What follows belongs to an exercise in optimizing a design on an open flow for small area, a short achievable clock period and few clock cycles per item; a production flow would make more cautious choices.
Function was not checked in any run shown here: the RTL went through the layout flow alone.

==> flow/design.v, too long to show whole: its modules and the start of the top module <==
// module requant: 3798 lines
// module requant_top: 54 lines
module requant_top (
    input  wire        clk,
    input  wire        rst,
    input  wire [31:0] in_A_tdata,
    input  wire        in_A_tlast,
    input  wire        in_A_tvalid,
    output wire        in_A_tready,
    input  wire [31:0] in_bias_tdata,
    input  wire        in_bias_tlast,
    input  wire        in_bias_tvalid,
    output wire        in_bias_tready,
    input  wire [31:0] in_m_tdata,
    input  wire        in_m_tlast,
    input  wire        in_m_tvalid,
    output wire        in_m_tready,
    input  wire [7:0]  in_e_tdata,
    input  wire        in_e_tlast,
    input  wire        in_e_tvalid,
    output wire        in_e_tready,
    output wire [7:0]  out_D_tdata,
    output wire        out_D_tlast,
    output wire        out_D_tvalid,
    input  wire        out_D_tready
);
  // ...
==> flow/run.sh <==
#!/bin/bash
# synth_recipe.tcl (not shown) runs the flow's synth.tcl, then flattens the netlist and writes it again
# the make line also repeats each setting of config.mk as NAME=value (left out here)
make -C /OpenROAD-flow-scripts/flow DESIGN_CONFIG=/design/flow/config.mk WORK_HOME=/design/flow/orfs CLKGATE_MAP_FILE= SYNTH_SCRIPT=/design/flow/synth_recipe.tcl finish
==> flow/config.mk <==
export PLATFORM = sky130hd
export DESIGN_NAME = requant_top
export DESIGN_NICKNAME = requant_top
export VERILOG_FILES = /design/flow/design.v
export SDC_FILE = /design/flow/constraint.sdc
export NUM_CORES = 4
export LEC_CHECK = 0
export CAP_MARGIN = 20
export CORE_MARGIN = 2
export CORE_UTILIZATION = 40
export SETUP_SLACK_MARGIN = 5
export SLEW_MARGIN = 20
==> flow/constraint.sdc <==
create_clock -name core_clock -period 9.0 [get_ports {clk}]
set_input_delay 1.8000 -clock core_clock [delete_from_list [all_inputs] [get_ports {clk}]]
set_output_delay 1.8000 -clock core_clock [all_outputs]
set_load 0.01 [all_outputs]
==> impl_metrics.py, run 1 <==
metrics = {
    "synth": {
        "syn_inst": 5983,
        "yosys_warnings": 1,
        "synth-simple-area-share": 0.1504,
        "synth_area_per_cell_um2": 7.707,
        "synth_compound_area_frac": 0.2493,
        "ys_top_cells_by_area": "fa_1, dfxtp_1, nand2_1, a21oi_1, edfxtp_1",
    },
    "global_routing": {
        "gr-usage-met1": 0.3800,
        "antenna_found_initial": 4,
    },
    "layout": {
        "dominant_cells": "multi-input combinational cells",
        "clk_share": 0.03415,
        "n_all_inverters": 554,
        "antennaDiodeCount": 2,
        "final_util": 0.4576,
        "layout.nets": 6487,
    },
    "cts": {
        "cts_setup_buffers": 40,
        "postCtsResizedCells": 156,
    },
    "timing": {
        "fmax_mhz": 226.2,
        "rsz0062_at_grt": "yes",
        "setup_viol": 0,
        "hold_viol": 0,
        "fin_skew_ns": 0.04315,
    },
    "critical_path": {
        "r2r_setup_slack_ns": 4.91,
        "r2r-end": "requant_QKV.X[28]$_DFF_P_",
        "cp_max_fo": 3,
    },
    "placed_design": {
        "port_buffers": 128,
        "globalplace.congestion": 0.9202,
        "placed_cells": 7093,
    },
    "status": {
        "status": "finished clean",
    },
    "min_path": {
        "hold_path_class": "flop to flop",
    },
    "die": {
        "rows": 124,
    },
}
==> run 2, diff against run 1 <==
--- a/flow/design.v
+++ b/flow/design.v
@@ -34,18 +34,19 @@
 reg va, vb, vm, ve;             
 reg ra, rb, rm, re;             
 reg fire;                       
 reg [CAP-1:0] th;              
 reg p2, p3, p4;
 reg l2, l3;
 reg la, lb, lm, le;
 reg [31:0] X;                   
-reg [31:0] m_r;
-reg [7:0]  e_r;
+reg [15:0] neg, one, two;       
+reg [6:0]  sh1;                 
+reg        nr1;                 
 reg ov;
 assign in_A_tready    = ra;
 assign in_bias_tready = rb;
 assign in_m_tready    = rm;
 assign in_e_tready    = re;
 wire acA  = in_A_tvalid & ra;
 wire acB  = in_bias_tvalid & rb;
 wire va_n = acA | (va & ~fire);
@@ -75,29 +76,29 @@
 end
 wire        keep = (va | vb) & ~fire;
 wire [31:0] xp = acA ? in_A_tdata : keep ? X : 32'd0;
 wire [31:0] xq = acB ? in_bias_tdata : (keep & acA) ? X : 32'd0;
 always @(posedge clk) begin
     X <= xp + xq;
     if (ra) la <= in_A_tlast;
     if (rb) lb <= in_bias_tlast;
-    if (rm) begin m_r <= in_m_tdata; lm <= in_m_tlast; end
-    if (re) begin e_r <= in_e_tdata; le <= in_e_tlast; end
+    if (rm) begin neg <= neg_n; one <= one_n; two <= two_n; lm <= in_m_tlast; end
+    if (re) begin sh1 <= sh_n; nr1 <= nr_n; le <= in_e_tlast; end
 end
-wire [32:0] mx = {m_r, 1'b0};
-wire [15:0] neg, one, two;
+wire [32:0] mx = {in_m_tdata, 1'b0};
+wire [15:0] neg_n, one_n, two_n;
 genvar gi;
 generate for (gi = 0; gi < 16; gi = gi + 1) begin : benc
-    assign neg[gi] = mx[2*gi+2];
-    assign one[gi] = mx[2*gi+1] ^ mx[2*gi];
-    assign two[gi] = (mx[2*gi+2] & ~mx[2*gi+1] & ~mx[2*gi]) | (~mx[2*gi+2] & mx[2*gi+1] & mx[2*gi]);
+    assign neg_n[gi] = mx[2*gi+2];
+    assign one_n[gi] = mx[2*gi+1] ^ mx[2*gi];
+    assign two_n[gi] = (mx[2*gi+2] & ~mx[2*gi+1] & ~mx[2*gi]) | (~mx[2*gi+2] & mx[2*gi+1] & mx[2*gi]);
 end endgenerate
-wire [6:0] sh1 = (e_r[7] | e_r[6]) ? 7'd64 : {1'b0, e_r[5:0]};
-wire       nr1 = e_r[7] | (e_r[6] & (|e_r[5:0]));
+wire [6:0] sh_n = (in_e_tdata[7] | in_e_tdata[6]) ? 7'd64 : {1'b0, in_e_tdata[5:0]};
+wire       nr_n = in_e_tdata[7] | (in_e_tdata[6] & (|in_e_tdata[5:0]));
 wire       l1  = la & lb & lm & le;
 wire pp0_0;
 wire pp0_1;
 wire pp0_2;
 wire pp0_3;
 wire pp0_4;
 wire pp0_5;
 wire pp0_6;
==> impl_metrics.py, run 2 <==
metrics = {
    "layout": {
        "final_util": 0.4532,
        "antennaDiodeCount": 0,
        "drive_above_1_share": 0.1076,
        "multiInputGateArea_um2": 29210,
        "largest_reg_flops": 186,
        "layout_common_cells": "inv_1, a22oi_1, fa_1",
        "area_growth_syn_to_layout_pct": 12.07,
        "n_fill_cell": 9926,
        "top_register": "requant_QKV.q2",
        "reg_top3": "requant_QKV.q2: 186 flops, requant_QKV.mul: 64 flops, requant_QKV.mem: 36 flops",
        "final_common_cell": "inv_1",
        "final-seq-area_um2": 9915,
        "layout.nets": 4997,
        "fin_area_um2": 47110,
    },
    "global_routing": {
        "grt_usage": 0.2376,
        "antenna_found_initial": 2,
        "grt_pass1_vias": 33930,
        "grt_pass1_wl_um": 200100,
        "grt.overflow.total": 0,
        "grt_max_degree": 62,
    },
    "placed_design": {
        "port_buffers": 128,
        "globalplace.congestion": 0.9073,
        "post-dp-hpwl_um": 86190,
        "placed_cell_area_um2": 44170,
    },
    "synth": {
        "synth_area_per_cell_um2": 9.655,
        "yosysSeqAreaShare": 0.2355,
        "synthesis.area_um2": 42040,
        "ys_types": 93,
        "ys_top_cells_by_count": "inv_1, a22oi_1, fa_1",
        "synthArstFlopShare": 0,
        "synth_edf_count": 105,
        "ys_top_cells_by_area": "fa_1, dfxtp_1, a22oi_1, xnor2_1, edfxtp_1",
        "synth.ff_latch_count": 442,
        "ys.flop_type": "dfxtp_1",
        "syn_inst": 4354,
        "yosysMostFrequentCell": "inv_1",
        "yosysTopAreaCell": "fa_1",
        "yosys_warnings": 1,
        "syn_nets": 5086,
        "synth_top_area_share": 0.2019,
    },
    "cts": {
        "clk_latency_ns": 0.68,
        "numCtsBuffers": 55,
        "postCtsHoldBufs": 0,
        "cts_tree": "done",
        "htree_levels": 2,
        "clk_pin_slew_ns": 0.06,
        "cts_buffer_depth": 3,
        "root_buffer": "clkbuf_16",
        "clock_sinks": 442,
    },
    "routing": {
        "drt_iter0_drc": 2971,
        "wl_um": 127900,
        "via_count": 32990,
        "first_pass_iters": 6,
        "drc": 0,
        "wl_per_cell_um": 22.47,
        "detail-route-antenna-nets": 0,
        "vias_per_cell": 5.797,
    },
    "critical_path": {
        "end_kind": "flop",
        "r2r-end": "requant_QKV.X[30]$_DFF_P_",
        "cp_data_required_time_ns": 9.54,
        "setup.worst_path.class": "input port to flop",
        "r2r-start": "requant_QKV.fire$_SDFF_PP0_",
        "r2r_setup_slack_ns": 4.89,
        "cp_data_arrival_time_ns": 4.98,
        "cp_max_fo": 5,
        "r2r_cells": 17,
        "worstSetupStartpointType": "input port",
    },
    "timing": {
        "fin_skew_ns": 0.03015,
        "rsz0062_at_grt": "yes",
        "fmax_mhz": 225.5,
        "period_share": 0.4928,
        "hold_viol": 0,
        "drv_slew": 0,
        "setup_viol": 0,
        "min_period_ns": 4.435,
        "slew-limit-headroom": 0.2479,
        "setup_tns_ns": 0,
        "max_slew.worst_pin.slew_ns": 1.128,
    },
    "die": {
        "fp.dieArea_um2": 107700,
        "io_pins": 129,
        "initial_core_util": 0.4044,
        "rows": 118,
        "design.core.area_um2": 103900,
        "die_w_um": 328.2,
        "die_h_um": 328.2,
    },
    "min_path": {
        "hold_path_class": "flop to flop",
        "whs_path_depth": 0,
        "min_from": "requant_QKV.sh2[2]$_DFF_P_",
        "whs_endpoint": "requant_QKV.sh3[2]$_DFF_P_",
    },
    "job": {
        "drv_cap": 0,
    },
    "status": {
        "status": "finished clean",
    },
}
run 2: changes by cell type in the layout (fill, tap and decap cells not counted), sizes merged, moves of 77 or more:
cell,before,now
o21ai,404,121
a221oi,190,11
nand2,1052,115
nor2,353,127
a22oi,295,507
buf,200,123
a21oi,605,147
xor2,80,249
xnor2,75,385
run 2: repair_timing:
action | 4_1_cts | 5_1_grt
gates resized for setup | 93 | 71
setup endpoints to repair | 43 | 53
pin swaps | 33 | 45
cloned | 5 | 0
buffers inserted | 28 | 9
run 2: layer usage:
layer  wire [um]  part of all wire  GRT usage
met1       53610              0.42     0.3203
met2       59100              0.46     0.3820
met3       11070             0.087    0.04487
met4        4102             0.032    0.08239
met5           0                 0          0
run 2: kinds of logic (layout without fill, tap and decap cells):
| group | after synthesis | after routing | share of synthesized area |
|---|---|---|---|
| AO/OA/AOI/OAI | 1107 | 1107 | 0.1876 |
| buffers and inverters | 937 | 890 | 0.08694 |
| XOR/XNOR | 634 | 634 | 0.1321 |
| adder cells (fa/ha/maj) | 617 | 617 | 0.2594 |
| AND/OR/NAND/NOR | 511 | 515 | 0.06167 |
| flip-flops | 442 | 442 | 0.2355 |
| multiplexers | 106 | 106 | 0.03685 |
run 2: stage by stage:
step	instances	hold slack, ns	setup slack, ns
floorplan	4354	0.3096	4.280
global placement	5545	0.3121	2.638
detailed placement	5546	0.3132	2.811
CTS	5682	0.3267	4.546
global route	5691	0.3304	4.503
finish	5691	0.3250	4.565
run 2: area by class of cell:
type | count | area share
clock buffers | 69 | 0.03208
multi-input cells | 2979 | 0.6199
flip-flops and latches | 442 | 0.2105
well taps | 1380 | 0.03665
repair buffers | 250 | 0.04967
clock inverters | 34 | 0.008313
inverters | 537 | 0.04289
run 2: worst max-delay path, cell delays in order:
cell	delay, ns
buf_12	0.08
and2_4	0.17
nor2_4	0.06
buf_12	0.17
a22o_1	0.18
ha_2	0.19
fa_2	0.35
a21o_1	0.19
a21oi_4	0.17
o21ai_4	0.09
a2111oi_4	0.47
o31ai_4	0.12
a21oi_2	0.23
o2111ai_2	0.16
a211o_1	0.34
a21oi_2	0.14
xnor2_1	0.08
run 2: worst max-delay path by stage:
stage / slack [ns] / from / end
floorplan: 4.28 / in_bias_tvalid / requant_QKV.X[30]$_DFF_P_
global placement: 2.64 / in_bias_tvalid / requant_QKV.X[30]$_DFF_P_
detailed placement: 2.81 / in_A_tvalid / requant_QKV.X[30]$_DFF_P_
CTS: 4.55 / in_A_tvalid / requant_QKV.X[30]$_DFF_P_
global route: 4.50 / in_A_tvalid / requant_QKV.X[30]$_DFF_P_
finish: 4.57 / in_A_tvalid / requant_QKV.X[30]$_DFF_P_

==> separate check: timing with driven ports <==
How much do the figures lean on ideal ports? The routed layouts below were timed once more, with nothing changed but the port constraints. Step 1 (the two cells are an assumption about what drives the block):
set clk [get_ports {clk}]
set_driving_cell -lib_cell sky130_fd_sc_hd__clkbuf_16 $clk
set_driving_cell -lib_cell sky130_fd_sc_hd__buf_2 [delete_from_list [all_inputs] $clk]
Step 2, shift: input delay + t, output delay - t, t = (earliest + latest rising clock arrival at the registers) / 2. This alone moves slack from input paths to output paths. Slacks: ideal / step 1 / step 2; pairs: ideal / step 1.
run	shift t [ns]	setup WS [ns]	latest minus earliest clock arrival (ns)	worst register clock-pin slew, ns	cell pins on the clock port's net
run 1	0.731	4.578 / 4.587 / 3.856	0.048 / 0.048	0.08 / 0.08	1
run 2	0.734	4.565 / 4.563 / 3.828	0.032 / 0.033	0.07 / 0.07	1
After both steps setup and hold are still met in every run listed. For run 2, which loses most, drivers alone change the setup slack by -0.002 ns; drivers and shift together by -0.737 ns.
